Context: an optimization exercise on an open-source flow, tuned for small area. The choices shown serve that exercise and are no tape-out recipe.
Only simulation tests tie the RTL to the original design; equivalence was not proved.
No activity file was given, so power comes from the tool's default toggle rates.

==> flow/config.mk <==
export PLATFORM = sky130hd
export DESIGN_NAME = top
export DESIGN_NICKNAME = top
export VERILOG_FILES = /design/flow/design.v
export SDC_FILE = /design/flow/constraint.sdc
export NUM_CORES = 4
export LEC_CHECK = 0
export ABC_AREA = 1
export CAP_MARGIN = 20
export CORE_MARGIN = 2
export CORE_UTILIZATION = 40
export SLEW_MARGIN = 20
==> flow/constraint.sdc <==
create_clock -name core_clock -period 20.0 [get_ports {clk}]
set_input_delay 4.0000 -clock core_clock [delete_from_list [all_inputs] [get_ports {clk}]]
set_output_delay 4.0000 -clock core_clock [all_outputs]
set_load 0.01 [all_outputs]
==> flow/design.v <==
module sync(input clk, rst, output hsync, vsync, output reg [9:0] row, col, output indisplayinterval);
reg pclk;
wire hsync_done = col[9] & col[8] & col[5];
wire vsync_done = row[9] & row[3] & row[2] & row[0];
always @(posedge clk or posedge rst)
begin
	if (rst)
		pclk <= 1'b0;
	else
		pclk <= ~pclk;
end
always @(posedge clk or posedge rst)
begin
	if (rst) begin
		row <= 10'd0;
		col <= 10'd0;
	end else if (!pclk) begin
		if (hsync_done) begin
			col <= 10'd0;
			if (vsync_done)
				row <= 10'd0;
			else
				row <= row + 10'd1;
		end else
			col <= col + 10'd1;
	end
end
assign indisplayinterval = (col < 10'd640) && (row < 10'd480);
assign hsync = (col >= 10'd657) && (col <= 10'd704);
assign vsync = (col == 10'd0) ? ((row >= 10'd491) && (row <= 10'd523)) : ((row >= 10'd490) && (row <= 10'd522));
endmodule
module render(
	input clk,
	input indisplayinterval,
	input square_on,
	output [11:0] rgb,
	input [8:0] switches
	);
reg [8:0] sw_reg;
reg hitd;
always @(posedge clk)
begin
	sw_reg <= switches;
	hitd <= square_on;
end
wire [11:0] rgb_reg = hitd ? {1'b0, sw_reg[8:6], 1'b0, sw_reg[5:3], 1'b0, sw_reg[2:0]} : 12'hFFF;
assign rgb = indisplayinterval ? rgb_reg : 12'h000;
endmodule
module shapeselector(input [9:0] x, y,
		input clk, input rst,
		output square_on,
		input fkey, input bkey);
reg [1:0] shapeSel;
reg fpend, bpend;
reg rec_on;
wire fgo = fkey & bkey & fpend;
wire bgo = fkey & bkey & bpend;
wire [1:0] s_new = fgo ? shapeSel + 2'd1 : bgo ? shapeSel - 2'd1 : shapeSel;
always @(posedge clk or posedge rst)
begin
	if (rst) begin
		shapeSel <= 2'd0;
		fpend <= 1'b0;
		bpend <= 1'b0;
	end else begin
		shapeSel <= s_new;
		fpend <= ~fkey;
		bpend <= fkey & ~bkey;
	end
end
wire [9:0] ady = (y >= 10'd240) ? y - 10'd240 : 10'd240 - y;
reg [6:0] wc;
always @(*)
begin
	case (ady[6:0])
	7'd0: wc = 7'd100;
	7'd1: wc = 7'd99;
	7'd2: wc = 7'd99;
	7'd3: wc = 7'd99;
	7'd4: wc = 7'd99;
	7'd5: wc = 7'd99;
	7'd6: wc = 7'd99;
	7'd7: wc = 7'd99;
	7'd8: wc = 7'd99;
	7'd9: wc = 7'd99;
	7'd10: wc = 7'd99;
	7'd11: wc = 7'd99;
	7'd12: wc = 7'd99;
	7'd13: wc = 7'd99;
	7'd14: wc = 7'd99;
	7'd15: wc = 7'd98;
	7'd16: wc = 7'd98;
	7'd17: wc = 7'd98;
	7'd18: wc = 7'd98;
	7'd19: wc = 7'd98;
	7'd20: wc = 7'd97;
	7'd21: wc = 7'd97;
	7'd22: wc = 7'd97;
	7'd23: wc = 7'd97;
	7'd24: wc = 7'd97;
	7'd25: wc = 7'd96;
	7'd26: wc = 7'd96;
	7'd27: wc = 7'd96;
	7'd28: wc = 7'd96;
	7'd29: wc = 7'd95;
	7'd30: wc = 7'd95;
	7'd31: wc = 7'd95;
	7'd32: wc = 7'd94;
	7'd33: wc = 7'd94;
	7'd34: wc = 7'd94;
	7'd35: wc = 7'd93;
	7'd36: wc = 7'd93;
	7'd37: wc = 7'd92;
	7'd38: wc = 7'd92;
	7'd39: wc = 7'd92;
	7'd40: wc = 7'd91;
	7'd41: wc = 7'd91;
	7'd42: wc = 7'd90;
	7'd43: wc = 7'd90;
	7'd44: wc = 7'd89;
	7'd45: wc = 7'd89;
	7'd46: wc = 7'd88;
	7'd47: wc = 7'd88;
	7'd48: wc = 7'd87;
	7'd49: wc = 7'd87;
	7'd50: wc = 7'd86;
	7'd51: wc = 7'd86;
	7'd52: wc = 7'd85;
	7'd53: wc = 7'd84;
	7'd54: wc = 7'd84;
	7'd55: wc = 7'd83;
	7'd56: wc = 7'd82;
	7'd57: wc = 7'd82;
	7'd58: wc = 7'd81;
	7'd59: wc = 7'd80;
	7'd60: wc = 7'd80;
	7'd61: wc = 7'd79;
	7'd62: wc = 7'd78;
	7'd63: wc = 7'd77;
	7'd64: wc = 7'd76;
	7'd65: wc = 7'd75;
	7'd66: wc = 7'd75;
	7'd67: wc = 7'd74;
	7'd68: wc = 7'd73;
	7'd69: wc = 7'd72;
	7'd70: wc = 7'd71;
	7'd71: wc = 7'd70;
	7'd72: wc = 7'd69;
	7'd73: wc = 7'd68;
	7'd74: wc = 7'd67;
	7'd75: wc = 7'd66;
	7'd76: wc = 7'd64;
	7'd77: wc = 7'd63;
	7'd78: wc = 7'd62;
	7'd79: wc = 7'd61;
	7'd80: wc = 7'd60;
	7'd81: wc = 7'd58;
	7'd82: wc = 7'd57;
	7'd83: wc = 7'd55;
	7'd84: wc = 7'd54;
	7'd85: wc = 7'd52;
	7'd86: wc = 7'd51;
	7'd87: wc = 7'd49;
	7'd88: wc = 7'd47;
	7'd89: wc = 7'd45;
	7'd90: wc = 7'd43;
	7'd91: wc = 7'd41;
	7'd92: wc = 7'd39;
	7'd93: wc = 7'd36;
	7'd94: wc = 7'd34;
	7'd95: wc = 7'd31;
	7'd96: wc = 7'd28;
	7'd97: wc = 7'd24;
	7'd98: wc = 7'd19;
	7'd99: wc = 7'd14;
	7'd100: wc = 7'd0;
	default: wc = 7'd0;
	endcase
end
wire rows_mid = (y >= 10'd140) && (y <= 10'd340);
wire rows_sq  = (y >= 10'd90) && (y <= 10'd390);
wire [6:0] wt = y[8:2] - 7'd35;
wire [6:0] wv = s_new[0] ? wt : wc;
wire nx = x < 10'd320;
wire [9:0] dx = x - 10'd320;
wire [8:0] m1 = dx[8:0] ^ {9{nx}};
wire inv = (m1[8:7] == 2'b00) && ({m1[6:0], nx} <= {wv, 1'b0});
wire in_rect = (x >= 10'd120) && (x <= 10'd520);
wire in_sq   = (x >= 10'd170) && (x <= 10'd470);
wire hit = s_new[1] ? (rows_mid & inv) :
           s_new[0] ? (rows_sq & in_sq) : (rows_mid & in_rect);
always @(posedge clk)
	rec_on <= hit;
assign square_on = rec_on;
endmodule
module top (
	input clk, reset,
	input [8:0] switches,
	input fkey,
	input bkey,
	output [11:0] rgb,
	output [7:0] sevseg0, sevseg1, sevseg2,
	output hsync, vsync
	);
	wire [9:0] x, y;
	wire indisplayinterval;
	wire square_on;
	sync v1 (.clk(clk), .rst(reset), .hsync(hsync), .vsync(vsync), .col(x), .row(y), .indisplayinterval(indisplayinterval));
	render r1 (.clk(clk), .indisplayinterval(indisplayinterval), .square_on(square_on), .rgb(rgb), .switches(switches));
	shapeselector ss1 (.x(x), .y(y), .clk(clk), .rst(reset), .square_on(square_on), .fkey(fkey), .bkey(bkey));
	DisplayDecoder d2(switches[8:6], sevseg2);
	DisplayDecoder d1(switches[5:3], sevseg1);
	DisplayDecoder d0(switches[2:0], sevseg0);
endmodule
module DisplayDecoder(input [2:0] v, output reg [7:0] seg);
	always @(*)
	begin
		case (v)
		3'd0: seg = 8'hC0;
		3'd1: seg = 8'hF9;
		3'd2: seg = 8'hA4;
		3'd3: seg = 8'hB0;
		3'd4: seg = 8'h99;
		3'd5: seg = 8'h92;
		3'd6: seg = 8'h82;
		default: seg = 8'hF8;
		endcase
	end
endmodule
==> flow/flow/run.sh <==
#!/bin/bash
# Layout flow: the standard synthesis, then the combinational logic between the
# registers is re-optimised and re-mapped for area with ABC (registers, their names
# and cells are kept as the standard synthesis made them), then the standard ORFS
# steps from floorplan to finish, with the port buffers made of the smallest buffer.
set -euo pipefail
HERE=$(pwd)
export BUFFER_PORTS_ARGS="-buffer_cell sky130_fd_sc_hd__buf_1"
export CTS_ARGS="-buf_list sky130_fd_sc_hd__clkbuf_8 -root_buf sky130_fd_sc_hd__clkbuf_8 -sink_clustering_enable -sink_clustering_size 50 -sink_clustering_max_diameter 500 -dont_use_dummy_load -repair_clock_nets"

bash standard.sh synth > log_synth.txt 2>&1

RES=$HERE/orfs/results/$FLOW_PLATFORM/top/base
LIB=$FLOW_HOME/platforms/sky130hd/lib/sky130_fd_sc_hd__tt_025C_1v80.lib
cp $RES/1_2_yosys.v $HERE/std_synth.v
DONT=$(grep -o "cell *( *\"\?sky130_fd_sc_hd__[a-z0-9_]*" $LIB | grep -o "sky130_fd_sc_hd__[a-z0-9_]*" | grep -E "probe|lpflow|clkdly|dlygate|dlymetal|clkbuf|clkinv|einv|ebuf|sparecell|__fa_|__ha_|__fah" | sed "s/^/-dont_use /" | tr "\n" " ")
cat > remap.ys <<EOT
read_liberty -ignore_miss_func $LIB
setattr -mod -set blackbox 1 sky130_fd_sc_hd__df* sky130_fd_sc_hd__conb*
read_verilog $HERE/std_synth.v
hierarchy -top $FLOW_TOP
flatten
opt_clean -purge
tee -o $HERE/stat_before.txt stat -liberty $LIB
abc -liberty $LIB $DONT -script $HERE/flow/remap.abc
opt_clean -purge
write_verilog -noattr $HERE/remap_raw.v
design -reset
read_liberty -lib $LIB
read_verilog $HERE/remap_raw.v
hierarchy -top $FLOW_TOP
check -assert
splitnets
opt_clean -purge
hilomap -hicell sky130_fd_sc_hd__conb_1 HI -locell sky130_fd_sc_hd__conb_1 LO
insbuf -buf sky130_fd_sc_hd__buf_1 A X
opt_clean -purge
check -assert -mapped
tee -o $HERE/stat_after.txt stat -liberty $LIB
write_verilog -noattr -noexpr -nohex -nodec $HERE/remapped.v
EOT
yosys remap.ys > log_remap.txt 2>&1

# equivalence of the re-mapped netlist with the standard one (registers matched by name)
cat > equiv.ys <<EOT
read_liberty -ignore_miss_func $LIB
read_verilog $HERE/std_synth.v
rename $FLOW_TOP gold
read_verilog $HERE/remapped.v
rename $FLOW_TOP gate
hierarchy -check
flatten
opt_clean
async2sync
equiv_make gold gate eq
hierarchy -top eq
equiv_simple -undef
equiv_induct -undef
equiv_status -assert
EOT
yosys equiv.ys > log_equiv.txt 2>&1

cp $HERE/remapped.v $RES/1_2_yosys.v
rm -f $RES/1_synth.odb $RES/1_synth.sdc
bash standard.sh finish > log_finish.txt 2>&1
==> flow/flow/remap.abc <==
strash
&get -n
&deepsyn -T 30
&put
dch
amap
topo
==> flow/standard.sh <==
#!/bin/bash
# synth_recipe.tcl (not shown) runs the flow's synth.tcl, then flattens the netlist and writes it again
# the make line also repeats each setting of config.mk as NAME=value (left out here)
make -C /OpenROAD-flow-scripts/flow DESIGN_CONFIG=/design/flow/config.mk WORK_HOME=/design/flow/orfs CLKGATE_MAP_FILE= SYNTH_SCRIPT=/design/flow/synth_recipe.tcl "${@:-finish}"
==> results of run 1 <==
-- metrics by stage --
step / std cells / utilization, % / hold slack, ns / total power, W / worst slack [ns]
6_report: 515 / 46.93 / 0.3231 / 0.0001423 / 10.91
5_1_grt: 515 / 46.93 / 0.3458 / 0.0001505 / 10.67
4_1_cts: 514 / 46.49 / 0.3335 / 0.0001433 / 10.91
3_5_place_dp: 509 / 45.39 / 0.3205 / 0.00009813 / 10.92
3_3_place_gp: 509 / 45.39 / 0.3323 / 0.00009759 / 11.05
2_1_floorplan: 387 / - / 0.3096 / 0.00009072 / 11.15
-- final cells by class --
class | count | area, um^2
repair buffers | 51 | 226.5
fillers | 648 | 3312
clock buffers | 5 | 68.82
well taps | 77 | 96.34
flip-flops and latches | 36 | 845.8
multi-input cells | 291 | 1485
inverters | 55 | 206.4
-- worst max-delay path, stage by stage --
cell and delay (ns):
buf_1 0.17, inv_1 0.10, o21ai_0 0.24, or2_0 0.17, o21ai_0 0.13, nor2_1 0.12
buf_1 0.16
-- final timing paths --
kind	startpoint	to	cells after the start
setup / recovery	switches[2]	sevseg0[1]	7
hold / removal	ss1.rec_on	r1.hitd	0
setup reg to reg	v1.row[4]	ss1.rec_on	19
hold reg to reg	ss1.rec_on	r1.hitd	0
max in group asynchronous	reset	ss1.shapeSel[1]	3
min in group asynchronous	reset	v1.row[5]	2
-- power by group through the flow --
stage	logic [W]	clock network (W)	registers, W
3_3_place_gp	0.0000202	0	0.0000774
5_1_grt	0.0000240	0.0000500	0.0000765
3_5_place_dp	0.0000207	0	0.0000774
4_1_cts	0.0000209	0.0000464	0.0000760
6_report	0.0000213	0.0000450	0.0000760
2_1_floorplan	0.0000134	0	0.0000773
-- per-layer routing --
| metal | share of wire [%] | GRT usage [%] |
|---|---|---|
| met4 | 1.5 | 5.865 |
| met1 | 47 | 27.01 |
| met5 | 0 | 0 |
| met3 | 7.1 | 3.066 |
| met2 | 44 | 32.15 |
==> summary.txt, run 1 <==
Outcome
The run finished with no timing, DRC or antenna violations.

Layout
The layout cell share with drive strength beyond 1 is 2.055%. The repair_antennas step left the layout with diodes totalling 0. Leaving out fill and tap cells, the most frequent cell in the layout is nor2_1. Relative to the synthesized area, the layout overhead comes to 14.92%. The library cells used most frequently in the layout, excluding fill and tap cells, are nor2_1, inv_1, buf_1. With fillers left out, the area of the finished cells amounts to 2929 um^2.

At the end of the flow, the number of nets in the layout was 453.

Run
The max-capacitance violation count is 0.

GRT
The remaining global-route overflow is 0. The pin count of the biggest net entering global routing is 26. The number of global-route vias before repair is 2595. The number of antenna violations at the first check in global routing was 0. The first global-routing pass estimated 11610 um of wire. The total global-route track usage is 19.70%.

CTS
In this run, post-CTS repair resized a total of 0 instances. The clock drives 36 sinks. In this run, post-CTS hold repair placed 0 buffers. In this run, CTS created clock tree buffers numbering 5. Clock-pin slew was measured on the worst setup and hold paths at 0.08 ns. After clock tree synthesis, the setup repair step added 0 buffers.

TritonCTS built the clock tree. In this run the number of H-tree levels came out at 2. The maximum number of buffers from clock root to sink is 2. At the later pin of the worst-skew pair, clock insertion delay measures 0.29 ns. The clock root buffer master is clkbuf_8.

Critical path
In this run the worst path has a maximum fanout of 5. At the worst endpoint, the arrival time is 5.09 ns. The critical path is of the input pin to primary output type. STA classifies the critical path endpoint as a primary output. The data required time of the worst path is 16.00 ns. The setup check on the worst reg-to-reg path leaves a slack of 15.69 ns. STA classifies the critical path startpoint as an input pin.

Pwr
For this design the total switching power over the nets is 0.00003743 W. The switching share of power is 26.29%. The maximum resistive drop on vdd is 0.02810 mV. The clock network is responsible for 31.6% of the overall power. Per report_power, the combinational group accounts for 15.0% of the total. The internal power of the cells totals 0.0001049 W. The analysis attributes to cell leakage a power of 1.205 nW. The sequential share of power is 53.4%. The power per unit of standard cell area is 48.60 nW/um^2.

Yosys
The count of mapped cells out of synthesis is 385. The average instance in the mapped netlist occupies 6.620 um^2. During synthesis, Yosys emitted a total of 4 warnings. The cell area after technology mapping is 2549 um^2.

Floorplan
The overall die width is 83.83 um. The full die area is 7027 um^2. The total number of placement rows is 29. The initial utilization of the core area, before any placement, comes to 40.84%. The die is 83.83 um tall. The core box area is 6241 um^2. For this design the top-level I/O count stands at 51.

STA
The transition time at the pin with the least slew margin is 0.8897 ns. The post-route clock skew is 0.02230 ns. Setup repair after global routing left no endpoint under its margin. The final critical-path share of the clock period is 45.45%.

The final setup violation count is 0. Based on the critical path, the design can be clocked at up to 110.0 MHz. Setup total negative slack on the finished layout was measured at 0 ns. The clock period minus final worst setup slack is 9.091 ns. The final max-slew violation count is 0. In this run the tightest slew margin relative to its limit is 40.23%. The hold violation total from the final report was 0.

Min path
The tightest min-delay check is of the flip-flop to flip-flop type.

Drt
The detailed-route wire length per cell is 13.42 um. The first-pass detailed-route iteration total is 6. The routed wire length is 6910 um. For this run, design rule violations remaining after detail routing come to 0. The DRC marker count from the first detailed-route iteration is 194. The remaining antenna violation count is 0. The total number of vias is 2875. The average vias per placed instance is 5.583.

Placement
Summing all placed instances gives a cell area of 2833 um^2. The count of port buffers added during placement is 47. The wire-length estimate of the detail-placed layout is 5357 um. At the end of routability-driven placement, the weighted congestion stood at 0.9712.
==> run 2, diff against run 1 <==
--- a/flow/flow/run.sh
+++ b/flow/flow/run.sh
@@ -8,3 +8,2 @@
 export BUFFER_PORTS_ARGS="-buffer_cell sky130_fd_sc_hd__buf_1"
-export CTS_ARGS="-buf_list sky130_fd_sc_hd__clkbuf_8 -root_buf sky130_fd_sc_hd__clkbuf_8 -sink_clustering_enable -sink_clustering_size 50 -sink_clustering_max_diameter 500 -dont_use_dummy_load -repair_clock_nets"
 
==> run 2 against run 1 <==
Sequential power about the same. Clock skew fell by 0.013 ns. Clock power up 13%. Largest cell class unchanged. Critical path type unchanged. Cell count increased by 0.58%.
==> summary.txt, run 2 <==
Outcome
Outcome: no timing/DRC/antenna violations (unchanged).

Critical path
The data required time of the worst path is 16.00 ns (about the same). The launching element type of the critical path is an input pin (unchanged). The peak fanout along the critical path is 5 (unchanged). The critical path class is input pin to primary output (unchanged).

The register-to-register setup slack came to 15.66 ns (was 15.69 ns). The kind of end point of the critical path is a primary output (unchanged). The worst endpoint data arrival time came to 5.09 ns (about the same).

Yosys
The cell area after technology mapping is 2549 um^2 (unchanged). The average cell area after synthesis was 6.620 um^2 (unchanged). The warning count from the yosys run was 4 (unchanged). The count of mapped cells out of synthesis came to 385 (unchanged).

Layout
The layout cell share with drive strength beyond 1 is 2.721% (was 2.055%). The area growth from synthesis to layout came to 15.66% (was 14.92%). Most frequent cells in the layout: nor2_1, inv_1, buf_1 (unchanged).

The final net count came to 453 (unchanged). The multi-input logic area is 1485 um^2 (unchanged). The total inserted antenna cells came to 0 (unchanged). The count of filler cells inserted in the layout is 650 (was 648).

The most common library cell in the layout ignoring fill and taps is nor2_1 (unchanged). The area occupied by registers came to 845.8 um^2 (unchanged).

CTS
The count of buffers added by post-CTS timing repair for setup is 0 (unchanged). The count of cells resized by post-cts repair is 0 (unchanged). The number of levels in the clock H-tree came to 2 (unchanged). The later-pin clock latency in the skew report is 0.29 ns (about the same). The clock sink count is 36 (unchanged).

The register clock-pin slew on the reported worst setup and hold paths is 0.08 ns (about the same). The number of buffers inserted during clock tree synthesis was 5 (unchanged). The maximum number of buffers from clock root to sink came to 2 (unchanged). The hold buffer count at cts is 0 (unchanged). The clock tree from TritonCTS is built (unchanged). The clock root buffer master is clkbuf_8 (unchanged).

STA
Setup repair after global routing missed its margin: no (unchanged). The achievable clock frequency was 110.0 MHz (about the same). The setup total negative slack is 0 ns (unchanged). The clock period minus final worst setup slack is 9.092 ns (was 9.091 ns). The final critical-path share of the clock period is 45.46% (was 45.45%). The worst slew margin relative to its limit came to 40.37% (was 40.23%). The final max-slew violation count is 0 (unchanged). The minimum setup slack in the final design is 10.91 ns (about the same). The transition time at the pin with the least slew margin is 0.8876 ns (was 0.8897 ns). The post-route clock skew came to 0.008920 ns (was 0.02230 ns). The hold violation total from the final report is 0 (unchanged).

The final setup violation count is 0 (unchanged).

Floorplan
The height of the chip is 83.83 um (unchanged). The effective utilization at floorplan was 40.84% (unchanged). The total number of placement rows is 29 (unchanged).

The overall die width was 83.83 um (unchanged). The full die area is 7027 um^2 (unchanged). The core box area came to 6241 um^2 (unchanged). The top-level port count was 51 (unchanged).

Drt
The average vias per placed instance was 5.608 (was 5.583). The routed wire length was 6927 um (was 6910 um). The DRC marker count from the first detailed-route iteration was 231 (was 194). The remaining antenna violation count was 0 (unchanged).

The detailed-route wire length per cell came to 13.37 um (was 13.42 um). The first-pass detailed-route iteration total came to 5 (was 6). The remaining design rule violation count is 0 (unchanged). The total number of vias is 2905 (was 2875).

Pwr
The total net switching power is 0.00004150 W (was 0.00003743 W). The combinational share of power was 14.4% (was 15.0%). The overall power is 0.0001482 W (was 0.0001423 W). The share of total power in the clock network is 34.3% (was 31.6%).

The switching share of power is 28.00% (was 26.29%). The maximum resistive drop on vdd was 0.02914 mV (was 0.02810 mV). The internal portion of total power is 0.0001067 W (was 0.0001049 W). The leakage power figure was 1.217 nW (was 1.205 nW).

The sequential share of power is 51.2% (was 53.4%). The power per unit of standard cell area is 50.28 nW/um^2 (was 48.60 nW/um^2).

GRT
The first-pass GRT wire length was 11610 um (unchanged). The number of antenna violations at the first check in global routing was 0 (unchanged). The pin count of the biggest net entering global routing is 26 (unchanged). The number of global-route vias before repair is 2602 (was 2595). The total global-route track usage is 19.70% (unchanged).

The remaining global-route overflow is 0 (unchanged).

Placement
The final weighted congestion of routability-driven global placement was 0.9712 (unchanged). The placed wire-length estimate after detailed placement was 5357 um (unchanged). The worst setup slack after placement is 10.92 ns (unchanged). The count of port buffers added during placement is 47 (unchanged).

Min path
The classification of the worst-slack hold path is flip-flop to flip-flop (unchanged).

Run
The max-capacitance violation count is 0 (unchanged).
[run 2: worst paths after layout]
| kind | from | to | cells after the start |
|---|---|---|---|
| worst max-delay path | switches[2] | sevseg0[1] | 7 |
| worst min-delay path | ss1.rec_on | r1.hitd | 0 |
| worst min register to register | ss1.rec_on | r1.hitd | 0 |
| min in group asynchronous | reset | v1.row[7] | 2 |
| max in group asynchronous | reset | ss1.shapeSel[1] | 3 |
| worst max register to register | v1.row[4] | ss1.rec_on | 19 |
[run 2: power by group through the flow]
stage	combinational [W]	sequential, W	clock [W]
after floorplan	0.0000134	0.0000773	0
after global placement	0.0000202	0.0000774	0
after detailed placement	0.0000207	0.0000774	0
after CTS	0.0000209	0.0000759	0.0000521
after global routing	0.0000240	0.0000764	0.0000558
final	0.0000214	0.0000759	0.0000509
[run 2: final cells by class]
| type | instances | share of cell area (%) |
|---|---|---|
| multi-input cells | 291 | 50.38 |
| flip-flops and latches | 36 | 28.69 |
| repair buffers | 51 | 7.682 |
| inverters | 55 | 7.003 |
| well taps | 77 | 3.268 |
| clock buffers | 5 | 2.334 |
| clock inverters | 3 | 0.6367 |
[run 2: worst max-delay path, cell delays in order]
cell	delay (ns)
buf_1	0.17
inv_1	0.11
o21ai_0	0.25
or2_0	0.17
o21ai_0	0.13
nor2_1	0.12
buf_1	0.16
[run 2: stage by stage]
step / instance area, um^2 / hold WS [ns] / util, % / std cells
after floorplan: 2556 / 0.3096 / - / 387
after global placement: 2833 / 0.3323 / 45.39 / 509
after detailed placement: 2833 / 0.3205 / 45.39 / 509
after CTS: 2920 / 0.3434 / 46.79 / 517
after global routing: 2948 / 0.3570 / 47.23 / 518
final: 2948 / 0.3339 / 47.23 / 518
[run 2: per-layer routing]
metal / vias to the layer above / wire, um / track usage [%]
met4: 0 / 137 / 6.012
met5: - / 0 / 0
met3: 15 / 478 / 3.066
li1: 1452 / - / -
met1: 1281 / 3254 / 27.01
met2: 157 / 3057 / 32.07
==> run 3, diff against run 2 <==
--- a/flow/flow/run.sh
+++ b/flow/flow/run.sh
@@ -8,2 +8,3 @@
 export BUFFER_PORTS_ARGS="-buffer_cell sky130_fd_sc_hd__buf_1"
+export CTS_ARGS="-buf_list sky130_fd_sc_hd__clkbuf_4 -root_buf sky130_fd_sc_hd__clkbuf_4 -sink_clustering_enable -sink_clustering_size 50 -sink_clustering_max_diameter 500 -dont_use_dummy_load -repair_clock_nets"
 
==> run 3 against run 2 <==
Critical path depth did not move. Synthesized cell count did not move. Flip-flop and latch count did not move. Largest power group unchanged. Highest routed layer unchanged.
==> summary.txt, run 3 <==
Pwr
The power per unit of standard cell area came to 44.98 nW/um^2 (was 50.28 nW/um^2). The maximum resistive drop on vdd is 0.02564 mV (was 0.02914 mV). The leakage power figure is 1.192 nW (was 1.217 nW).

Yosys
The warning count from the yosys run is 4 (unchanged). The average cell area after synthesis is 6.620 um^2 (unchanged). The count of mapped cells out of synthesis came to 385 (unchanged). The cell area after technology mapping came to 2549 um^2 (unchanged).

Critical path
The number of buffers and inverters on the critical path was 3 (unchanged). The critical path class is input pin to primary output (unchanged). The worst endpoint data arrival time is 5.09 ns (about the same).

The stage delay of the slowest cell on the critical path is 0.24 ns (was 0.25 ns). The launching element type of the critical path is an input pin (unchanged). The peak fanout along the critical path is 5 (unchanged). The cell type of the slowest stage on the worst timing path is o21ai_0 (unchanged). The cell type group with the largest total delay on the critical path is buffers and inverters (unchanged). The data required time of the worst path is 16.00 ns (about the same). Cell-by-cell listing of the critical path: buf_1 -> inv_1 -> o21ai_0 -> or2_0 -> o21ai_0 -> nor2_1 -> buf_1 (unchanged). The kind of end point of the critical path is a primary output (unchanged).

STA
The worst slew margin relative to its limit is 40.12% (was 40.37%). The hold violation total from the final report is 0 (unchanged). The transition time at the pin with the least slew margin is 0.8914 ns (was 0.8876 ns). The clock period minus final worst setup slack came to 9.091 ns (was 9.092 ns). The setup total negative slack was 0 ns (unchanged).

The final setup violation count is 0 (unchanged). The final critical-path share of the clock period was 45.45% (was 45.46%). The final max-slew violation count is 0 (unchanged). The worst hold slack is 0.3206 ns (was 0.3339 ns). Setup repair after global routing missed its margin: no (unchanged).

The post-route clock skew is 0.03507 ns (was 0.008920 ns). The achievable clock frequency is 110.0 MHz (about the same).

CTS
The number of levels in the clock H-tree is 2 (unchanged). The clock tree from TritonCTS is built (unchanged). The clock root buffer master is clkbuf_4 (was clkbuf_8).

The hold buffer count at cts is 0 (unchanged). The later-pin clock latency in the skew report is 0.35 ns (was 0.29 ns). The register clock-pin slew on the reported worst setup and hold paths came to 0.12 ns (was 0.08 ns). The number of buffers inserted during clock tree synthesis is 5 (unchanged). The maximum number of buffers from clock root to sink is 2 (unchanged). The count of buffers added by post-CTS timing repair for setup came to 0 (unchanged). The clock sink count is 36 (unchanged). The count of cells resized by post-cts repair was 0 (unchanged).

Layout
The most common library cell in the layout ignoring fill and taps is nor2_1 (unchanged). The layout cell share with drive strength beyond 1 came to 2.055% (was 2.721%). The cell area after layout is 2898 um^2 (was 2948 um^2). The number of standard cells in the final layout excluding fillers was 515 (was 518). The count of filler cells inserted in the layout is 658 (was 650). The final net count is 453 (unchanged). The area growth from synthesis to layout was 13.70% (was 15.66%). Most frequent cells in the layout: nor2_1, inv_1, buf_1 (unchanged). The total inserted antenna cells came to 0 (unchanged).

Drt
The remaining antenna violation count was 0 (unchanged). The routed wire length is 6948 um (was 6927 um). The average vias per placed instance came to 5.629 (was 5.608). The first-pass detailed-route iteration total was 5 (unchanged). The detailed-route wire length per cell is 13.49 um (was 13.37 um). The remaining design rule violation count came to 0 (unchanged). The DRC marker count from the first detailed-route iteration was 206 (was 231). The total number of vias was 2899 (was 2905).

Floorplan
The top-level port count came to 51 (unchanged). The height of the chip is 83.83 um (unchanged). The full die area is 7027 um^2 (unchanged). The effective utilization at floorplan is 40.84% (unchanged). The core box area is 6241 um^2 (unchanged). The total number of placement rows is 29 (unchanged). The overall die width was 83.83 um (unchanged).

GRT
The first-pass GRT wire length is 11640 um (was 11610 um). The busiest metal layer after global routing is met2 (unchanged). The met1 demand-to-capacity share in global routing is 26.94% (was 27.01%). The total global-route track usage is 19.91% (was 19.70%). The met2 track demand over resource in global routing was 32.07% (unchanged). The met3 usage is 3.759% (was 3.066%). The pin count of the biggest net entering global routing is 26 (unchanged). The remaining global-route overflow was 0 (unchanged). The number of global-route vias before repair is 2606 (was 2602). The number of antenna violations at the first check in global routing is 0 (unchanged).

Placement
The placed wire-length estimate after detailed placement was 5357 um (unchanged). The placed cell count is 509 (unchanged). The instance area after placement is 2833 um^2 (unchanged). The final weighted congestion of routability-driven global placement is 0.9712 (unchanged). The count of port buffers added during placement is 47 (unchanged).

Min path
The classification of the worst-slack hold path is flip-flop to flip-flop (unchanged).

Run
The max-capacitance violation count is 0 (unchanged).

Outcome
Outcome: no timing/DRC/antenna violations (unchanged).
==> run 3: cell type report <==
type	instances	area [um^2]	share of cell area, %
Inverter	55	206.4	7.124
Multi-Input combinational cell	291	1485	51.25
Tap cell	77	96.34	3.325
Sequential cell	36	845.8	29.19
Timing Repair Buffer	51	226.5	7.815
Clock buffer	5	37.54	1.295
==> run 3: path summary, 6_finish.rpt <==
kind,start,end,slack [ns],cells past startpoint
hold reg to reg,ss1.rec_on,r1.hitd,0.32,0
setup reg to reg,v1.row[4],ss1.rec_on,15.70,19
min in group asynchronous,reset,v1.row[5],3.66,2
hold / removal,ss1.rec_on,r1.hitd,0.32,0
max in group asynchronous,reset,ss1.shapeSel[1],15.91,3
setup / recovery,switches[2],sevseg0[1],10.91,7
==> run 3: layer usage <==
| metal | up-vias | part of all wire (%) |
|---|---|---|
| met5 | - | 0 |
| li1 | 1453 | - |
| met1 | 1307 | 48 |
| met4 | 0 | 1.6 |
| met2 | 130 | 45 |
| met3 | 9 | 5.9 |
==> run 3: power by group <==
part	internal, W	switching, W	total [W]
Clock	0.0000117	0.0000214	0.0000331
Combinational	0.00000736	0.0000140	0.0000213
Sequential	0.0000751	0.000000824	0.0000759
==> run 3: worst reg2reg max path, cell delays in order, from the launching register on <==
cell and delay [ns]:
dfrtp_1 0.45, inv_1 0.17, nor3_1 0.37, or2_0 0.28, nor2_1 0.11, a21oi_1 0.47
inv_1 0.16, nor2_1 0.23, inv_1 0.12, o21ai_0 0.12, o22ai_1 0.12, o21a_1 0.11
o211a_1 0.19, o32ai_1 0.46, a222oi_1 0.16, inv_1 0.08, a31oi_1 0.08, a2111o_1 0.29
o211ai_1 0.09, o21ai_0 0.14
==> run 3: metrics by stage <==
| step | util [%] | power (W) | setup slack [ns] |
|---|---|---|---|
| 6_report | 46.43 | 0.0001303 | 10.91 |
| 5_1_grt | 46.43 | 0.0001389 | 10.67 |
| 2_1_floorplan | - | 0.00009072 | 11.15 |
| 3_3_place_gp | 45.39 | 0.00009759 | 11.05 |
| 3_5_place_dp | 45.39 | 0.00009813 | 10.92 |
| 4_1_cts | 45.99 | 0.0001314 | 10.91 |
==> run 4, diff against run 3 <==
--- a/flow/design.v
+++ b/flow/design.v
@@ -1,5 +1,9 @@
-module sync(input clk, rst, output hsync, vsync, output reg [9:0] row, col, output indisplayinterval);
+module sync(input clk, rst, output hsync, vsync, output reg [8:0] cdist, rdist,
+	output reg cleft, rtop, output indisplayinterval);
 reg pclk;
-wire hsync_done = col[9] & col[8] & col[5];
-wire vsync_done = row[9] & row[3] & row[2] & row[0];
+wire hsync_done = ~cleft & cdist[8] & cdist[7] & cdist[6] & cdist[5];
+wire vsync_done = ~rtop & rdist[8] & rdist[4] & rdist[3] & rdist[2] & rdist[0];
+wire cdist_one = (cdist == 9'd1);
+wire rdist_one = (rdist == 9'd1);
+wire col_zero = cleft & cdist[8] & cdist[6];
 always @(posedge clk or posedge rst)
@@ -14,18 +18,28 @@
 	if (rst) begin
-		row <= 10'd0;
-		col <= 10'd0;
+		cleft <= 1'b1;
+		cdist <= 9'd320;    
+		rtop <= 1'b1;
+		rdist <= 9'd240;    
 	end else if (!pclk) begin
 		if (hsync_done) begin
-			col <= 10'd0;
-			if (vsync_done)
-				row <= 10'd0;
-			else
-				row <= row + 10'd1;
+			cleft <= 1'b1;
+			cdist <= 9'd320;
+			if (rtop) begin
+				rdist <= rdist - 9'd1;
+				rtop <= ~rdist_one;
+			end else if (vsync_done) begin
+				rtop <= 1'b1;
+				rdist <= 9'd240;
+			end else
+				rdist <= rdist + 9'd1;
+		end else if (cleft) begin
+			cdist <= cdist - 9'd1;
+			cleft <= ~cdist_one;
 		end else
-			col <= col + 10'd1;
+			cdist <= cdist + 9'd1;
 	end
 end
-assign indisplayinterval = (col < 10'd640) && (row < 10'd480);
-assign hsync = (col >= 10'd657) && (col <= 10'd704);
-assign vsync = (col == 10'd0) ? ((row >= 10'd491) && (row <= 10'd523)) : ((row >= 10'd490) && (row <= 10'd522));
+assign hsync = ~cleft && (cdist >= 9'd337) && (cdist <= 9'd384);
+assign vsync = ~rtop && (col_zero ? ((rdist >= 9'd251) && (rdist <= 9'd283)) : ((rdist >= 9'd250) && (rdist <= 9'd282)));
+assign indisplayinterval = (cleft || (cdist < 9'd320)) && (rtop || (rdist < 9'd240));
 endmodule
@@ -48,3 +62,3 @@
 endmodule
-module shapeselector(input [9:0] x, y,
+module shapeselector(input [8:0] m, d, input top,
 		input clk, input rst,
@@ -70,3 +84,2 @@
 end
-wire [9:0] ady = (y >= 10'd240) ? y - 10'd240 : 10'd240 - y;
 reg [6:0] wc;
@@ -74,3 +87,3 @@
 begin
-	case (ady[6:0])
+	case (d[6:0])
 	7'd0: wc = 7'd100;
@@ -179,14 +192,12 @@
 end
-wire rows_mid = (y >= 10'd140) && (y <= 10'd340);
-wire rows_sq  = (y >= 10'd90) && (y <= 10'd390);
-wire [6:0] wt = y[8:2] - 7'd35;
-wire [6:0] wv = s_new[0] ? wt : wc;
-wire nx = x < 10'd320;
-wire [9:0] dx = x - 10'd320;
-wire [8:0] m1 = dx[8:0] ^ {9{nx}};
-wire inv = (m1[8:7] == 2'b00) && ({m1[6:0], nx} <= {wv, 1'b0});
-wire in_rect = (x >= 10'd120) && (x <= 10'd520);
-wire in_sq   = (x >= 10'd170) && (x <= 10'd470);
-wire hit = s_new[1] ? (rows_mid & inv) :
-           s_new[0] ? (rows_sq & in_sq) : (rows_mid & in_rect);
+wire [4:0] q = d[6:2];
+wire frac = d[1] | d[0];
+wire [6:0] wt = top ? 7'd25 - q - frac : 7'd25 + q;
+wire rows_mid = d <= 9'd100;
+wire in_circ = rows_mid && (m <= {2'b00, wc});
+wire in_tri  = rows_mid && (m <= {2'b00, wt});
+wire in_rect = rows_mid && (m <= 9'd200);
+wire in_sq   = (d <= 9'd150) && (m <= 9'd150);
+wire hit = s_new[1] ? (s_new[0] ? in_tri : in_circ) :
+           (s_new[0] ? in_sq : in_rect);
 always @(posedge clk)
@@ -204,8 +215,9 @@
 	);
-	wire [9:0] x, y;
+	wire [8:0] m, d;
+	wire cleft, rtop;
 	wire indisplayinterval;
 	wire square_on;
-	sync v1 (.clk(clk), .rst(reset), .hsync(hsync), .vsync(vsync), .col(x), .row(y), .indisplayinterval(indisplayinterval));
+	sync v1 (.clk(clk), .rst(reset), .hsync(hsync), .vsync(vsync), .cdist(m), .rdist(d), .cleft(cleft), .rtop(rtop), .indisplayinterval(indisplayinterval));
 	render r1 (.clk(clk), .indisplayinterval(indisplayinterval), .square_on(square_on), .rgb(rgb), .switches(switches));
-	shapeselector ss1 (.x(x), .y(y), .clk(clk), .rst(reset), .square_on(square_on), .fkey(fkey), .bkey(bkey));
+	shapeselector ss1 (.m(m), .d(d), .top(rtop), .clk(clk), .rst(reset), .square_on(square_on), .fkey(fkey), .bkey(bkey));
 	DisplayDecoder d2(switches[8:6], sevseg2);
--- a/flow/flow/run.sh
+++ b/flow/flow/run.sh
@@ -8,3 +8,3 @@
 export BUFFER_PORTS_ARGS="-buffer_cell sky130_fd_sc_hd__buf_1"
-export CTS_ARGS="-buf_list sky130_fd_sc_hd__clkbuf_4 -root_buf sky130_fd_sc_hd__clkbuf_4 -sink_clustering_enable -sink_clustering_size 50 -sink_clustering_max_diameter 500 -dont_use_dummy_load -repair_clock_nets"
+export CTS_ARGS="-buf_list {sky130_fd_sc_hd__clkbuf_2 sky130_fd_sc_hd__clkbuf_4} -root_buf sky130_fd_sc_hd__clkbuf_4 -sink_clustering_enable -sink_clustering_size 8 -sink_clustering_max_diameter 40 -dont_use_dummy_load -repair_clock_nets"
 
==> run 4 against run 3 <==
Clock power rose by 4%. Global-route usage rose by 3.3 points. Critical path type unchanged. Hold slack improved by 0.017 ns. Flip-flop and latch count did not move. Sequential power rose by 2%.
==> summary.txt, run 4 <==
Critical path
The worst endpoint data arrival time is 5.12 ns (was 5.09 ns). Cell-by-cell listing of the critical path: buf_1 -> inv_1 -> o21ai_0 -> o21ai_0 -> nand2_1 -> o21ai_0 -> nor2_1 -> buf_1 (was buf_1 -> inv_1 -> o21ai_0 -> or2_0 -> o21ai_0 -> nor2_1 -> buf_1). The critical path class is input pin to primary output (unchanged).

The register-to-register setup slack was 15.46 ns (was 15.70 ns). The stage delay of the slowest cell on the critical path is 0.22 ns (was 0.24 ns). The kind of end point of the critical path is a primary output (unchanged). The data required time of the worst path is 16.00 ns (about the same). The peak fanout along the critical path was 6 (was 5). The cell type of the slowest stage on the worst timing path is o21ai_0 (unchanged). The launching element type of the critical path is an input pin (unchanged). The cell that appears most often on the critical path is o21ai_0.

GRT
The number of antenna violations at the first check in global routing was 0 (unchanged). The remaining global-route overflow is 0 (unchanged). The total global-route track usage came to 23.19% (was 19.91%).

The first-pass GRT wire length came to 12330 um (was 11640 um). The number of global-route vias before repair was 2534 (was 2606). The pin count of the biggest net entering global routing is 26 (unchanged).

Pwr
The leakage power figure came to 1.099 nW (was 1.192 nW). The power per unit of standard cell area is 50.87 nW/um^2 (was 44.98 nW/um^2). The maximum resistive drop on vdd is 0.04208 mV (was 0.02564 mV).

Layout
The most common library cell in the layout ignoring fill and taps is nor2_1 (unchanged). The layout cell share with drive strength beyond 1 was 3.186% (was 2.055%). The share of the core filled with cells in the final layout is 46.39% (was 46.43%). The area growth from synthesis to layout is 12.02% (was 13.70%).

The total inserted antenna cells is 0 (unchanged). The final net count came to 423 (was 453). Most frequent cells in the layout: nor2_1, inv_1, buf_1 (unchanged).

The count of filler cells inserted in the layout is 613 (was 658). The cell area after layout is 2763 um^2 (was 2898 um^2).

STA
The post-route clock skew is 0.01182 ns (was 0.03507 ns). The final max-slew violation count came to 0 (unchanged). The final critical-path share of the clock period was 45.61% (was 45.45%). The setup total negative slack is 0 ns (unchanged).

The hold violation total from the final report is 0 (unchanged). The clock period minus final worst setup slack is 9.121 ns (was 9.091 ns). The transition time at the pin with the least slew margin came to 0.9219 ns (was 0.8914 ns). The final setup violation count is 0 (unchanged).

The worst slew margin relative to its limit is 38.16% (was 40.12%). Setup repair after global routing missed its margin: no (unchanged). The achievable clock frequency is 109.6 MHz (was 110.0 MHz).

CTS
The maximum number of buffers from clock root to sink is 2 (unchanged). The number of levels in the clock H-tree came to 2 (unchanged). The register clock-pin slew on the reported worst setup and hold paths came to 0.11 ns (was 0.12 ns). The clock sink count is 36 (unchanged). The later-pin clock latency in the skew report came to 0.33 ns (was 0.35 ns). The count of buffers added by post-CTS timing repair for setup is 0 (unchanged).

The number of buffers inserted during clock tree synthesis is 5 (unchanged). The count of cells resized by post-cts repair is 0 (unchanged). The clock root buffer master was clkbuf_4 (unchanged). The hold buffer count at cts was 0 (unchanged). The clock tree from TritonCTS is built (unchanged).

Floorplan
The full die area came to 6810 um^2 (was 7027 um^2). The effective utilization at floorplan is 41.41% (was 40.84%). The overall die width is 82.52 um (was 83.83 um). The height of the chip is 82.52 um (was 83.83 um). The total number of placement rows is 28 (was 29). The core box area is 5956 um^2 (was 6241 um^2).

The top-level port count is 51 (unchanged).

Drt
The first-pass detailed-route iteration total is 8 (was 5). The remaining design rule violation count was 0 (unchanged). The average vias per placed instance is 5.899 (was 5.629). The routed wire length is 7284 um (was 6948 um). The remaining antenna violation count is 0 (unchanged). The total number of vias is 2849 (was 2899). The detailed-route wire length per cell is 15.08 um (was 13.49 um). The DRC marker count from the first detailed-route iteration is 332 (was 206).

Run
The max-capacitance violation count is 0 (unchanged).

Yosys
The count of mapped cells out of synthesis was 359 (was 385). The cell area after technology mapping is 2466 um^2 (was 2549 um^2). The warning count from the yosys run was 4 (unchanged). The average cell area after synthesis is 6.869 um^2 (was 6.620 um^2).

Placement
The final weighted congestion of routability-driven global placement is 0.9468 (was 0.9712). The instance area after placement is 2725 um^2 (was 2833 um^2). The placed wire-length estimate after detailed placement is 5393 um (was 5357 um). The count of port buffers added during placement is 47 (unchanged).

Outcome
Outcome: no timing/DRC/antenna violations (unchanged).

Min path
The classification of the worst-slack hold path is flip-flop to flip-flop (unchanged).
-- run 4: changes by cell type in the layout (fill, tap and decap cells not counted), sizes merged, moves of 4 or more --
cell,change
nor2,-25
o21ai,+5
o21a,+9
dfstp,+8
nand3,+5
o221ai,+4
a211oi,-6
dfrtp,-8
buf,-4
inv,-8
-- run 4: power by group --
group	internal (W)	switching, W
Clock	0.0000118	0.0000227
Sequential	0.0000763	0.00000131
Combinational	0.00000989	0.0000186
Total	0.0000980	0.0000426
-- run 4: final timing paths --
path | startpoint | end | depth (start not counted)
max | switches[2] | sevseg0[1] | 8
min | ss1.rec_on | r1.hitd | 0
max reg2reg | v1.rdist[3] | ss1.rec_on | 24
min reg2reg | ss1.rec_on | r1.hitd | 0
max in group asynchronous | reset | v1.rdist[2] | 2
min in group asynchronous | reset | ss1.shapeSel[0] | 2
-- run 4: metal layers --
layer	track usage (%)	routed length (um)	vias up
li1	-	-	1363
met5	0	0	-
met3	4.565	737	30
met4	7.377	212	0
met2	34.92	3038	192
met1	33.33	3296	1264
-- run 4: critical path, delay by kind of cell --
kind	cells	cell delay, ns
buffers and inverters	3	0.43
and+or+nand+nor	2	0.21
AOI/OAI and AO/OA	3	0.48
-- run 4: cell type report --
class,count,area (um^2),area share (%)
Inverter,48,180.2,6.522
Timing Repair Buffer,47,176.4,6.386
Clock buffer,5,37.54,1.359
Multi-Input combinational cell,272,1419,51.36
Sequential cell,36,855.8,30.98
Tap cell,75,93.84,3.397
-- run 4: through the flow --
step | std cells | worst slack, ns | hold WS (ns) | total power [W]
5_1_grt | 483 | 10.72 | 0.3481 | 0.0001486
3_3_place_gp | 478 | 11.00 | 0.3187 | 0.0001073
3_5_place_dp | 478 | 10.92 | 0.3121 | 0.0001077
6_report | 483 | 10.88 | 0.3381 | 0.0001405
4_1_cts | 483 | 10.90 | 0.3377 | 0.0001420
2_1_floorplan | 361 | 10.99 | 0.3096 | 0.00009809
==> run 5, diff against run 4 <==
--- a/flow/flow/run.sh
+++ b/flow/flow/run.sh
@@ -8,3 +8,3 @@
 export BUFFER_PORTS_ARGS="-buffer_cell sky130_fd_sc_hd__buf_1"
-export CTS_ARGS="-buf_list {sky130_fd_sc_hd__clkbuf_2 sky130_fd_sc_hd__clkbuf_4} -root_buf sky130_fd_sc_hd__clkbuf_4 -sink_clustering_enable -sink_clustering_size 8 -sink_clustering_max_diameter 40 -dont_use_dummy_load -repair_clock_nets"
+export CTS_ARGS="-buf_list sky130_fd_sc_hd__clkbuf_4 -root_buf sky130_fd_sc_hd__clkbuf_4 -sink_clustering_enable -sink_clustering_size 12 -sink_clustering_max_diameter 60 -dont_use_dummy_load -repair_clock_nets"
 
==> run 5 against run 4 <==
Still clean on timing, DRC and antenna. Maximum frequency rose by 0.22%. Sequential power about the same. Setup slack improved by 0.020 ns. Die area is 0.48% lower. Total power is 1.2% lower. Register-to-register slack gained 0.93 ns. Cell count is 0.41% higher. Critical endpoint is now sevseg1[1]. Largest cell class unchanged. Largest power group unchanged. Highest routed layer unchanged.
==> summary.txt, run 5 <==
Outcome
Outcome: no timing/DRC/antenna violations (unchanged).

Yosys
The count of mapped cells out of synthesis is 360 (was 359). The cell area after technology mapping is 2454 um^2 (was 2466 um^2). The warning count from the yosys run is 4 (unchanged).

The average cell area after synthesis is 6.816 um^2 (was 6.869 um^2).

CTS
The count of cells resized by post-cts repair is 0 (unchanged). The hold buffer count at cts came to 0 (unchanged). The number of levels in the clock H-tree is 2 (unchanged). The maximum number of buffers from clock root to sink is 2 (unchanged). The clock root buffer master is clkbuf_4 (unchanged). The register clock-pin slew on the reported worst setup and hold paths is 0.10 ns (was 0.11 ns).

The clock sink count is 36 (unchanged). The count of buffers added by post-CTS timing repair for setup is 0 (unchanged). The later-pin clock latency in the skew report is 0.34 ns (was 0.33 ns).

The clock tree from TritonCTS is built (unchanged). The number of buffers inserted during clock tree synthesis is 5 (unchanged).

Placement
The final weighted congestion of routability-driven global placement is 0.9068 (was 0.9468). The placed cell count is 480 (was 478). The worst setup slack after placement came to 10.93 ns (was 10.92 ns). The instance area after placement came to 2720 um^2 (was 2725 um^2).

The placed wire-length estimate after detailed placement came to 5188 um (was 5393 um). The count of port buffers added during placement was 47 (unchanged).

Floorplan
The full die area is 6777 um^2 (was 6810 um^2). The overall die width came to 82.32 um (was 82.52 um). The top-level port count is 51 (unchanged).

The core box area is 5921 um^2 (was 5956 um^2). The total number of placement rows came to 28 (unchanged). The height of the chip is 82.32 um (was 82.52 um).

The effective utilization at floorplan was 41.44% (was 41.41%).

Layout
The total inserted antenna cells is 0 (unchanged). The cell area after layout was 2758 um^2 (was 2763 um^2). Most frequent cells in the layout: nor2_1, inv_1, buf_1 (unchanged).

The most common library cell in the layout ignoring fill and taps is nor2_1 (unchanged). The layout cell share with drive strength beyond 1 is 3.659% (was 3.186%). The final net count is 425 (was 423). The area growth from synthesis to layout is 12.39% (was 12.02%).

The number of standard cells in the final layout excluding fillers is 485 (was 483).

Pwr
The leakage power figure came to 1.185 nW (was 1.099 nW). The internal portion of total power is 0.00009723 W (was 0.00009798 W). The maximum resistive drop on vdd is 0.05816 mV (was 0.04208 mV).

The switching share of power is 30.00% (was 30.29%). The total net switching power is 0.00004167 W (was 0.00004257 W). The power per unit of standard cell area was 50.37 nW/um^2 (was 50.87 nW/um^2). The sequential share of power is 55.8% (was 55.2%).

The share of total power in the clock network is 24.1% (was 24.5%). The combinational share of power is 20.1% (was 20.3%).

Critical path
The most used cell along the critical path is buf_1 (was o21ai_0). The critical register-to-register path endpoint was ss1.rec_on (unchanged). The worst endpoint data arrival time came to 5.10 ns (was 5.12 ns). The worst-case reg-to-reg path depth is 17 (was 24). Cell-by-cell listing of the critical path: buf_1 -> inv_1 -> a22oi_1 -> nand3_1 -> o21ai_0 -> nor2_1 -> buf_1 (was buf_1 -> inv_1 -> o21ai_0 -> o21ai_0 -> nand2_1 -> o21ai_0 -> nor2_1 -> buf_1). The register-to-register setup slack is 16.39 ns (was 15.46 ns). The peak fanout along the critical path was 6 (unchanged). The stage delay of the slowest cell on the critical path is 0.35 ns (was 0.22 ns). The cell type of the slowest stage on the worst timing path is a22oi_1 (was o21ai_0). The data required time of the worst path is 16.00 ns (about the same). The startpoint of the worst register-to-register path is v1.rdist[0] (was v1.rdist[3]). The launching element type of the critical path is an input pin (unchanged). The critical path class is input pin to primary output (unchanged). The kind of end point of the critical path is a primary output (unchanged).

STA
The setup total negative slack came to 0 ns (unchanged). Setup repair after global routing missed its margin: no (unchanged). The final max-slew violation count is 0 (unchanged). The post-route clock skew is 0.01300 ns (was 0.01182 ns). The final critical-path share of the clock period was 45.51% (was 45.61%). The hold violation total from the final report is 0 (unchanged).

The clock period minus final worst setup slack was 9.101 ns (was 9.121 ns). The minimum setup slack in the final design came to 10.90 ns (was 10.88 ns). The worst hold slack is 0.3379 ns (was 0.3381 ns).

The worst slew margin relative to its limit came to 33.20% (was 38.16%). The transition time at the pin with the least slew margin is 0.9916 ns (was 0.9219 ns). The final setup violation count was 0 (unchanged). The achievable clock frequency came to 109.9 MHz (was 109.6 MHz).

GRT
The number of antenna violations at the first check in global routing is 0 (unchanged). The met3 usage is 4.239% (was 4.565%). The first-pass GRT wire length was 11470 um (was 12330 um).

The remaining global-route overflow is 0 (unchanged). The busiest metal layer after global routing is met2 (unchanged). The total global-route track usage was 21.95% (was 23.19%). The met1 demand-to-capacity share in global routing is 30.52% (was 33.33%).

The pin count of the biggest net entering global routing is 26 (unchanged). The met2 track demand over resource in global routing is 34.27% (was 34.92%). The number of global-route vias before repair was 2443 (was 2534).

Drt
The DRC marker count from the first detailed-route iteration is 302 (was 332). The detailed-route wire length per cell is 14.36 um (was 15.08 um). The average vias per placed instance came to 5.652 (was 5.899).

The remaining antenna violation count is 0 (unchanged). The remaining design rule violation count is 0 (unchanged). The first-pass detailed-route iteration total was 7 (was 8). The routed wire length is 6967 um (was 7284 um). The total number of vias came to 2741 (was 2849).

Run
The max-capacitance violation count is 0 (unchanged).

Min path
The cell count of the worst hold path was 0 (unchanged). The startpoint of the lowest-slack hold path is ss1.rec_on (unchanged). The hold path endpoint is r1.hitd (unchanged). The classification of the worst-slack hold path is flip-flop to flip-flop (unchanged).
## run 5: critical path, delay by kind of cell
family | cells | cell delay [ns]
buffers and inverters | 3 | 0.40
AO/OA/AOI/OAI | 2 | 0.49
AND/OR/NAND/NOR | 2 | 0.22
## run 5: metrics by stage
| step | total power (W) | utilization [%] |
|---|---|---|
| after floorplan | 0.00009781 | - |
| after global placement | 0.0001070 | 45.94 |
| after detailed placement | 0.0001070 | 45.94 |
| after CTS | 0.0001412 | 46.58 |
| after global routing | 0.0001478 | 46.58 |
| final | 0.0001389 | 46.58 |
## run 5: how the worst max path moves through the flow
stage | startpoint | end
2_1_floorplan | switches[6] | sevseg2[5]
3_3_place_gp | switches[6] | sevseg2[5]
3_5_place_dp | switches[5] | sevseg1[1]
4_1_cts | switches[5] | sevseg1[1]
5_1_grt | switches[5] | sevseg1[1]
6_report | switches[5] | sevseg1[1]
## run 5: routing by layer
metal | part of all wire [%] | vias to the layer above
met5 | 0 | -
met4 | 1.9 | 0
met3 | 8.9 | 16
met2 | 44 | 151
met1 | 46 | 1207
li1 | - | 1367
## run 5: power groups by stage
stage	sequential [W]	combinational, W	clock (W)
floorplan	0.0000788	0.0000190	0
global placement	0.0000790	0.0000279	0
detailed placement	0.0000791	0.0000279	0
CTS	0.0000776	0.0000282	0.0000353
global route	0.0000781	0.0000318	0.0000379
finish	0.0000775	0.0000279	0.0000335
## run 5: cell type report
type / instances / area (um^2)
Timing Repair Buffer: 48 / 183.9
Tap cell: 75 / 93.84
Multi-Input combinational cell: 272 / 1403
Inverter: 49 / 183.9
Fill cell: 605 / 3163
Clock buffer: 5 / 37.54
Sequential cell: 36 / 855.8
==> run 6, diff against run 5 <==
--- a/flow/flow/run.sh
+++ b/flow/flow/run.sh
@@ -3,4 +3,6 @@
 # registers is re-optimised and re-mapped for area with ABC (registers, their names
-# and cells are kept as the standard synthesis made them), then the standard ORFS
-# steps from floorplan to finish, with the port buffers made of the smallest buffer.
+# and cells are kept as the standard synthesis made them; several ABC seeds are
+# tried and the smallest result is kept), then the standard ORFS steps from
+# floorplan to finish, with the port buffers made of the smallest buffer and a
+# small clock tree.
 set -euo pipefail
@@ -16,3 +18,7 @@
 DONT=$(grep -o "cell *( *\"\?sky130_fd_sc_hd__[a-z0-9_]*" $LIB | grep -o "sky130_fd_sc_hd__[a-z0-9_]*" | grep -E "probe|lpflow|clkdly|dlygate|dlymetal|clkbuf|clkinv|einv|ebuf|sparecell|__fa_|__ha_|__fah" | sed "s/^/-dont_use /" | tr "\n" " ")
-cat > remap.ys <<EOT
+
+remap() {
+  local S=$1
+  sed "s/SEED/$S/" $HERE/flow/remap.abc > $HERE/remap_$S.abc
+  cat > remap_$S.ys <<EOT
 read_liberty -ignore_miss_func $LIB
@@ -24,8 +30,8 @@
 tee -o $HERE/stat_before.txt stat -liberty $LIB
-abc -liberty $LIB $DONT -script $HERE/flow/remap.abc
+abc -liberty $LIB $DONT -script $HERE/remap_$S.abc
 opt_clean -purge
-write_verilog -noattr $HERE/remap_raw.v
+write_verilog -noattr $HERE/remap_raw_$S.v
 design -reset
 read_liberty -lib $LIB
-read_verilog $HERE/remap_raw.v
+read_verilog $HERE/remap_raw_$S.v
 hierarchy -top $FLOW_TOP
@@ -38,6 +44,24 @@
 check -assert -mapped
-tee -o $HERE/stat_after.txt stat -liberty $LIB
-write_verilog -noattr -noexpr -nohex -nodec $HERE/remapped.v
+tee -o $HERE/stat_after_$S.txt stat -liberty $LIB
+write_verilog -noattr -noexpr -nohex -nodec $HERE/remapped_$S.v
 EOT
-yosys remap.ys > log_remap.txt 2>&1
+  yosys remap_$S.ys > log_remap_$S.txt 2>&1 || true
+}
+
+SEEDS="0 1 2 3 4 5 6 7"
+for S in $SEEDS; do
+  remap $S &
+  while [ $(jobs -r | wc -l) -ge 4 ]; do sleep 1; done
+done
+wait
+
+BEST=""; BESTA=""
+for S in $SEEDS; do
+  [ -f $HERE/remapped_$S.v ] || continue
+  A=$(grep "Chip area" $HERE/stat_after_$S.txt | awk '{print $NF}')
+  echo "seed $S area $A" >> $HERE/remap_areas.txt
+  if [ -z "$BEST" ] || awk -v a=$A -v b=$BESTA 'BEGIN{exit !(a<b)}'; then BEST=$S; BESTA=$A; fi
+done
+echo "best seed $BEST area $BESTA" >> $HERE/remap_areas.txt
+cp $HERE/remapped_$BEST.v $HERE/remapped.v
 
==> flow/flow/remap.abc (replaced) <==
strash
&get -n
&deepsyn -T 30 -S SEED
&put
dch
amap
topo
==> run 6 against run 5 <==
Sequential power fell by 2%. Routed wire length increased by 5.5%. Maximum frequency is 0.30% lower. Synthesized area down 0.71%. Non-clock buffer count is the same. Via count rose by 3.0%. Critical path type unchanged. Die area shrank 0.68%. Clock skew is 0.015 ns higher. Combinational power down 37%. Still clean on timing, DRC and antenna. Highest routed layer unchanged.
==> summary.txt, run 6 <==
Outcome
Outcome: no timing/DRC/antenna violations (unchanged).

Pwr
The overall power is 0.0001273 W (was 0.0001389 W). The power per unit of standard cell area is 46.12 nW/um^2 (was 50.37 nW/um^2). The maximum resistive drop on vdd is 0.02557 mV (was 0.05816 mV). The leakage power figure is 1.150 nW (was 1.185 nW).

STA
The setup total negative slack was 0 ns (unchanged). The transition time at the pin with the least slew margin is 0.5727 ns (was 0.9916 ns). The final setup violation count is 0 (unchanged). The hold violation total from the final report came to 0 (unchanged).

Setup repair after global routing missed its margin: no (unchanged). The final critical-path share of the clock period came to 45.64% (was 45.51%). The final max-slew violation count is 0 (unchanged). The achievable clock frequency is 109.6 MHz (was 109.9 MHz).

The clock period minus final worst setup slack is 9.128 ns (was 9.101 ns). The worst slew margin relative to its limit is 61.50% (was 33.20%). The post-route clock skew came to 0.02804 ns (was 0.01300 ns). The minimum setup slack in the final design is 10.87 ns (was 10.90 ns).

Drt
The detailed-route wire length per cell is 15.12 um (was 14.36 um). The total number of vias came to 2824 (was 2741). The routed wire length is 7348 um (was 6967 um). The remaining antenna violation count came to 0 (unchanged).

The remaining design rule violation count is 0 (unchanged). The first-pass detailed-route iteration total came to 5 (was 7). The average vias per placed instance is 5.811 (was 5.652). The DRC marker count from the first detailed-route iteration is 250 (was 302).

CTS
The register clock-pin slew on the reported worst setup and hold paths is 0.12 ns (was 0.10 ns). The later-pin clock latency in the skew report is 0.34 ns (about the same). The maximum number of buffers from clock root to sink is 2 (unchanged). The clock tree from TritonCTS is built (unchanged). The number of buffers inserted during clock tree synthesis is 5 (unchanged). The count of buffers added by post-CTS timing repair for setup was 0 (unchanged). The clock sink count is 36 (unchanged). The hold buffer count at cts is 0 (unchanged). The count of cells resized by post-cts repair is 0 (unchanged). The clock root buffer master is clkbuf_4 (unchanged). The number of levels in the clock H-tree is 2 (unchanged).

Floorplan
The top-level port count is 51 (unchanged). The core box area is 5921 um^2 (unchanged). The effective utilization at floorplan is 41.15% (was 41.44%).

The height of the chip is 82.04 um (was 82.32 um). The full die area is 6731 um^2 (was 6777 um^2). The overall die width is 82.04 um (was 82.32 um).

The total number of placement rows is 28 (unchanged).

Critical path
The startpoint of the worst register-to-register path is v1.cdist[6] (was v1.rdist[0]). The data required time of the worst path is 16.00 ns (about the same). The worst endpoint data arrival time is 5.13 ns (was 5.10 ns). The worst setup path startpoint is switches[2] (was switches[5]). The launching element type of the critical path is an input pin (unchanged). The peak fanout along the critical path is 6 (unchanged). The critical path class is input pin to primary output (unchanged). The kind of end point of the critical path is a primary output (unchanged).

Layout
The total inserted antenna cells is 0 (unchanged). The count of filler cells inserted in the layout was 620 (was 605). The cell area after layout is 2760 um^2 (was 2758 um^2). The layout cell share with drive strength beyond 1 is 3.406% (was 3.659%). The final net count is 426 (was 425). Most frequent cells in the layout: nor2_1, buf_1, inv_1 (was nor2_1, inv_1, buf_1). The most common library cell in the layout ignoring fill and taps is nor2_1 (unchanged). The share of the core filled with cells in the final layout is 46.62% (was 46.58%). The area growth from synthesis to layout was 13.30% (was 12.39%).

Min path
The startpoint of the lowest-slack hold path is ss1.rec_on (unchanged). The classification of the worst-slack hold path is flip-flop to flip-flop (unchanged).

Run
The max-capacitance violation count was 0 (unchanged).

GRT
The pin count of the biggest net entering global routing is 26 (unchanged). The number of global-route vias before repair came to 2459 (was 2443). The remaining global-route overflow is 0 (unchanged). The total global-route track usage is 22.96% (was 21.95%).

The number of antenna violations at the first check in global routing is 0 (unchanged). The first-pass GRT wire length is 11950 um (was 11470 um).

Yosys
The average cell area after synthesis is 6.748 um^2 (was 6.816 um^2). The count of mapped cells out of synthesis is 361 (was 360). The warning count from the yosys run is 4 (unchanged).

The cell area after technology mapping is 2436 um^2 (was 2454 um^2).

Placement
The placed wire-length estimate after detailed placement is 5542 um (was 5188 um). The worst setup slack after placement is 10.89 ns (was 10.93 ns). The count of port buffers added during placement is 47 (unchanged). The instance area after placement came to 2695 um^2 (was 2720 um^2). The final weighted congestion of routability-driven global placement is 0.9838 (was 0.9068).
## run 6: changes by cell type in the layout (fill, tap and decap cells not counted), moves of 3 or more
| cell | previous run | this run |
|---|---|---|
| o32ai_1 | 3 | 0 |
| a31oi_1 | 3 | 6 |
| o21a_1 | 1 | 4 |
| inv_1 | 48 | 43 |
| nand3_1 | 6 | 10 |
| nor3_1 | 15 | 21 |
| a21oi_1 | 18 | 24 |
| o21ai_0 | 30 | 35 |
| nor2_1 | 98 | 93 |
## run 6: per-layer routing
layer	vias up	GRT usage (%)	wire, um
li1	1360	-	-
met1	1308	31.26	3270
met2	137	36.67	3413
met3	19	3.516	478
met4	0	8.500	186
met5	-	0	0
## run 6: final cells by class
| cell class | instances | area (um^2) | area share (%) |
|---|---|---|---|
| Clock buffer | 5 | 37.54 | 1.360 |
| Inverter | 44 | 165.2 | 5.984 |
| Multi-Input combinational cell | 278 | 1404 | 50.86 |
| Sequential cell | 36 | 855.8 | 31.01 |
| Tap cell | 75 | 93.84 | 3.400 |
| Timing Repair Buffer | 48 | 203.9 | 7.389 |
## run 6: report_power, final
part | switching, W | internal [W] | total (W)
registers | 0.000000892 | 0.0000752 | 0.0000760
clock network | 0.0000220 | 0.0000118 | 0.0000338
logic | 0.0000120 | 0.00000549 | 0.0000175
## run 6: metrics by stage
| stage | hold slack, ns | instances |
|---|---|---|
| 2_1_floorplan | 0.3096 | 363 |
| 3_3_place_gp | 0.3139 | 480 |
| 3_5_place_dp | 0.3157 | 480 |
| 4_1_cts | 0.3441 | 485 |
| 5_1_grt | 0.3517 | 486 |
| 6_report | 0.3425 | 486 |
## run 6: final timing paths
check	endpoint	slack, ns	depth (start not counted)
worst min register to register	r1.hitd	0.34	0
worst min-delay path	r1.hitd	0.34	0
worst max-delay path	sevseg0[1]	10.87	8
min in group asynchronous	ss1.shapeSel[1]	3.60	2
max in group asynchronous	v1.cleft	15.91	3
worst max register to register	v1.rdist[7]	16.26	13
## run 6: critical path, cell delays in order
cell,delay (ns)
buf_1,0.18
inv_1,0.10
o21ai_0,0.21
o21ai_0,0.16
nand2_1,0.10
o21ai_0,0.11
nor2_1,0.11
buf_1,0.15

==> afterwards: timing with drivers on the ports <==
Ports are ideal in the flow. The routed layouts listed here were re-timed in OpenROAD. Step 1 sets driving cells, clkbuf_16 on the clock port and buf_2 on the other inputs (assumed; they add their load-dependent delay and slew). Step 2 also shifts input and output timing later by t, the mid clock arrival at the registers, as if the neighbouring blocks saw the same clock. a / b / c = ideal ports / drivers / drivers and shift; a / b = the first two.
| run | shift t [ns] | slack for setup (ns) | worst setup path after step 2 | worst register clock-pin slew, ns | pins driven straight from the clock port |
|---|---|---|---|---|---|
| run 1 | 0.305 | 10.909 / 10.889 / 10.889 | input to output | 0.08 / 0.08 | 1 |
| run 2 | 0.312 | 10.908 / 10.887 / 10.887 | input to output | 0.08 / 0.08 | 1 |
| run 3 | 0.356 | 10.909 / 10.889 / 10.889 | input to output | 0.12 / 0.12 | 1 |
| run 4 | 0.350 | 10.879 / 10.858 / 10.858 | input to output | 0.11 / 0.11 | 1 |
| run 5 | 0.356 | 10.899 / 10.872 / 10.872 | input to output | 0.10 / 0.10 | 1 |
| run 6 | 0.351 | 10.872 / 10.847 / 10.847 | input to output | 0.12 / 0.12 | 1 |
After both steps every run listed still meets setup and hold. The setup slack of run 5, which loses most, moves by -0.027 ns with the drivers and by -0.027 ns with both steps.
